What follows belongs to an exercise in optimizing a design on an open flow for small area, a short achievable clock period and few clock cycles per item; a production flow would make more cautious choices. At most, simulation tests tie the RTL to the original design; equivalence was not proved. No activity file was given, so power comes from the tool's default toggle rates.

Setup of the previous run:
## mp_adder
module mp_adder (
    input  wire         iAddSub,
    input  wire         iClk,
    input  wire         iRst,
    input  wire         iStart,
    input  wire [511:0] iOpA,
    input  wire [511:0] iOpB,
    output wire [512:0] oRes,
    output wire         oDone);
Size: roughly 30000 sq um of cells after synthesis.
==> flow/config.mk <==
export PLATFORM = sky130hd
export DESIGN_NAME = mp_adder
export DESIGN_NICKNAME = mp_adder
export VERILOG_FILES = /design/flow/design.v
export SDC_FILE = /design/flow/constraint.sdc
export NUM_CORES = 4
export LEC_CHECK = 0
export CAP_MARGIN = 20
export CORE_AREA = 10 10 460 460
export DIE_AREA = 0 0 470 470
export GPL_TIMING_DRIVEN = 0
export SETUP_SLACK_MARGIN = 0.8
export SLEW_MARGIN = 20
export SYNTH_HIERARCHICAL = 1
==> flow/constraint.sdc <==
create_clock -name core_clock -period 5.0 [get_ports {iClk}]
set_input_delay 1.0000 -clock core_clock [delete_from_list [all_inputs] [get_ports {iClk}]]
set_output_delay 1.0000 -clock core_clock [all_outputs]
set_load 0.01 [all_outputs]
standard.sh (not shown) runs the stock make flow with config.mk's settings and CLKGATE_MAP_FILE= SYNTH_SCRIPT=/design/flow/synth_recipe.tcl, a recipe that flattens the netlist after the stock synthesis.
==> flow/flow/run.sh <==
#!/bin/bash
# Standard ORFS layout (the standard.sh) with three changes to how it is done:
# - buffer_ports gives every input and output port a buf_1 cell (the resizer
#   still sizes them as timing needs) instead of the cell it picks by default;
# - the ports are placed in bit order round the die edge, each bit's
#   iOpA/iOpB/oRes side by side (flow/pinorder.tcl, before place_pins);
# - before the resize step's repair_design, high-fanout nets get buffer trees
#   built from their sinks' locations (flow/pre_resize.tcl, flow/tree.tcl).
set -euo pipefail
export BUFFER_PORTS_ARGS="-buffer_cell sky130_fd_sc_hd__buf_1"
export PRE_IO_PLACEMENT_TCL="$(pwd)/flow/pinorder.tcl"
export PRE_RESIZE_TCL="$(pwd)/flow/pre_resize.tcl"
bash standard.sh > standard_flow.log 2>&1
Other scripts of this flow, unchanged in this note and not shown: flow/flow/pinorder.tcl, flow/flow/pre_resize.tcl, flow/flow/tree.tcl
Testbench counts of the previous run, summed over its fixed seeds: cycles 768, items 384.
Input changes introduced in the current run (baseline for comparison: the previous run):
--- a/flow/design.v
+++ b/flow/design.v
@@ -81,72 +81,79 @@
     input  wire         s,
     input  wire [3:0] b,
     output wire [3:0] bx);
     assign bx = b ^ {4{s}};
 endmodule
 module mpa_xor (
     input  wire [3:0] a, b,
     output wire [3:0] y);
     assign y = a ^ b;
 endmodule
-module mpa_ha (
-    input  wire [3:0] a, b,
+module mpa_pg2 (
+    input  wire s,
+    input  wire [3:0] y, a,
     output wire [3:0] p, g);
-    assign p = a ^ b;
-    assign g = a & b;
+    assign p = y ^ {4{s}};
+    assign g = a & ~p;
 endmodule
 module mpa_and (
     input  wire [3:0] a, b,
     output wire [3:0] y);
-    assign y = a & b;
+    assign y = a & ~b;
 endmodule
 module mpa_gp (
     input  wire [3:0] p, g,
     output wire        G, Pc);
     assign G  = g[3] | g[2] & p[3] | g[1] & p[2] & p[3] | g[0] & p[1] & p[2] & p[3];
     assign Pc = &p;
 endmodule
+module mpa_cla (
+    input  wire        ci,
+    input  wire [2:0] p, g,
+    output wire [2:0] c);
+    assign c[0] = ci & p[0] | g[0];
+    assign c[1] = ci & p[0] & p[1] | g[1] | g[0] & p[1];
+    assign c[2] = ci & p[0] & p[1] & p[2] | g[2] | g[1] & p[2] | g[0] & p[1] & p[2];
+endmodule
 module mpa_nd (
     input  wire gh, ph, gl, pl,
     output wire g, p);
     assign g = gh | (ph & gl);
     assign p = ph & pl;
 endmodule
 module mpa_ng (
     input  wire gh, ph, gl,
     output wire g);
     assign g = gh | (ph & gl);
 endmodule
 module mp_adder (
     input  wire         iAddSub,
     input  wire         iClk,
     input  wire         iRst,
     input  wire         iStart,
     input  wire [511:0] iOpA,
     input  wire [511:0] iOpB,
     output wire [512:0] oRes,
     output wire         oDone);
-    wire [511:0] bx, p, g, c, sum;
+    wire [511:0] bx, p, g, c, sum;   
     wire [127:0] cg, cp, cc;
     reg  [127:1] rC;      
     reg         rCout;
     reg         rDone;
     wire [127:0] ci = {rC, iAddSub};
     genvar j;
     generate for (j = 0; j < 128; j = j + 1) begin : chunk
-        mpa_bx  u_bx  (.s(iAddSub), .b(iOpB[4*j +: 4]), .bx(bx[4*j +: 4]));
-        mpa_ha  u_pg  (.a(iOpA[4*j +: 4]), .b(bx[4*j +: 4]), .p(p[4*j +: 4]), .g(g[4*j +: 4]));
+        mpa_xor u_y   (.a(iOpA[4*j +: 4]), .b(iOpB[4*j +: 4]), .y(bx[4*j +: 4]));
+        mpa_pg2 u_pg  (.s(iAddSub), .y(bx[4*j +: 4]), .a(iOpA[4*j +: 4]), .p(p[4*j +: 4]), .g(g[4*j +: 4]));
         mpa_gp  u_gp  (.p(p[4*j +: 4]), .g(g[4*j +: 4]), .G(cg[j]), .Pc(cp[j]));
         assign c[4*j] = ci[j];
-        mpa_ng  u_c1  (.gh(g[4*j+0]), .ph(p[4*j+0]), .gl(c[4*j+0]), .g(c[4*j+1]));
-        mpa_ng  u_c2  (.gh(g[4*j+1]), .ph(p[4*j+1]), .gl(c[4*j+1]), .g(c[4*j+2]));
-        mpa_ng  u_c3  (.gh(g[4*j+2]), .ph(p[4*j+2]), .gl(c[4*j+2]), .g(c[4*j+3]));
+        mpa_cla u_cla (.ci(ci[j]), .p(p[4*j +: 3]), .g(g[4*j +: 3]), .c(c[4*j+1 +: 3]));
         mpa_xor u_s   (.a(p[4*j +: 4]), .b(c[4*j +: 4]), .y(sum[4*j +: 4]));
     end endgenerate
     wire G0c;
     mpa_ng n0c (.gh(cg[0]), .ph(cp[0]), .gl(iAddSub), .g(G0c));
     wire G0;
     mpa_ng n0 (.gh(cg[1]), .ph(cp[1]), .gl(G0c), .g(G0));
     wire G1, P1;
     mpa_nd n1 (.gh(cg[3]), .ph(cp[3]), .gl(cg[2]), .pl(cp[2]), .g(G1), .p(P1));
     wire G2, P2;
     mpa_nd n2 (.gh(cg[5]), .ph(cp[5]), .gl(cg[4]), .pl(cp[4]), .g(G2), .p(P2));
Notes after the runs:
- Relative to the previous run, combined area of all synthesized cells increased by 3000 sq um in the current run.
- Fmax | the current run vs the previous run | the current run slower
- The relative contribution of combinational cells to total power number comes out lower for the previous run vs the current run.
- Per the comparison of the current run with the previous run, core utilization of the finished layout now larger, total power of the final layout now larger, area share of and/or/nand/nor cells after synthesis now larger, initial antenna violation count now smaller.
Only the layout flow was run in the current run; the RTL was not checked for function there.

## re-timing with driven ports
Ports are ideal in the flow. The routed layouts listed here were re-timed in OpenROAD. Step 1: set_driving_cell puts a clkbuf_16 on iClk and a buf_2 on each other input, an assumption about the parent block. Step 2 also shifts input and output timing later by t, the mid clock arrival at the registers, as if the neighbouring blocks saw the same clock. Slacks: no drivers / after step 1 / after step 2; pairs: no drivers / after step 1.
run | t, ns | slack for setup (ns) | worst slew at a driven data input, ns
the previous run | 0.605 | 0.843 / 0.790 / 0.272 | 0.07
the current run | 0.608 | 0.816 / 0.773 / 0.266 | 0.07
After both steps setup and hold are still met in every run listed. For the previous run, which loses most, drivers alone change the setup slack by -0.053 ns; drivers and shift together by -0.571 ns.
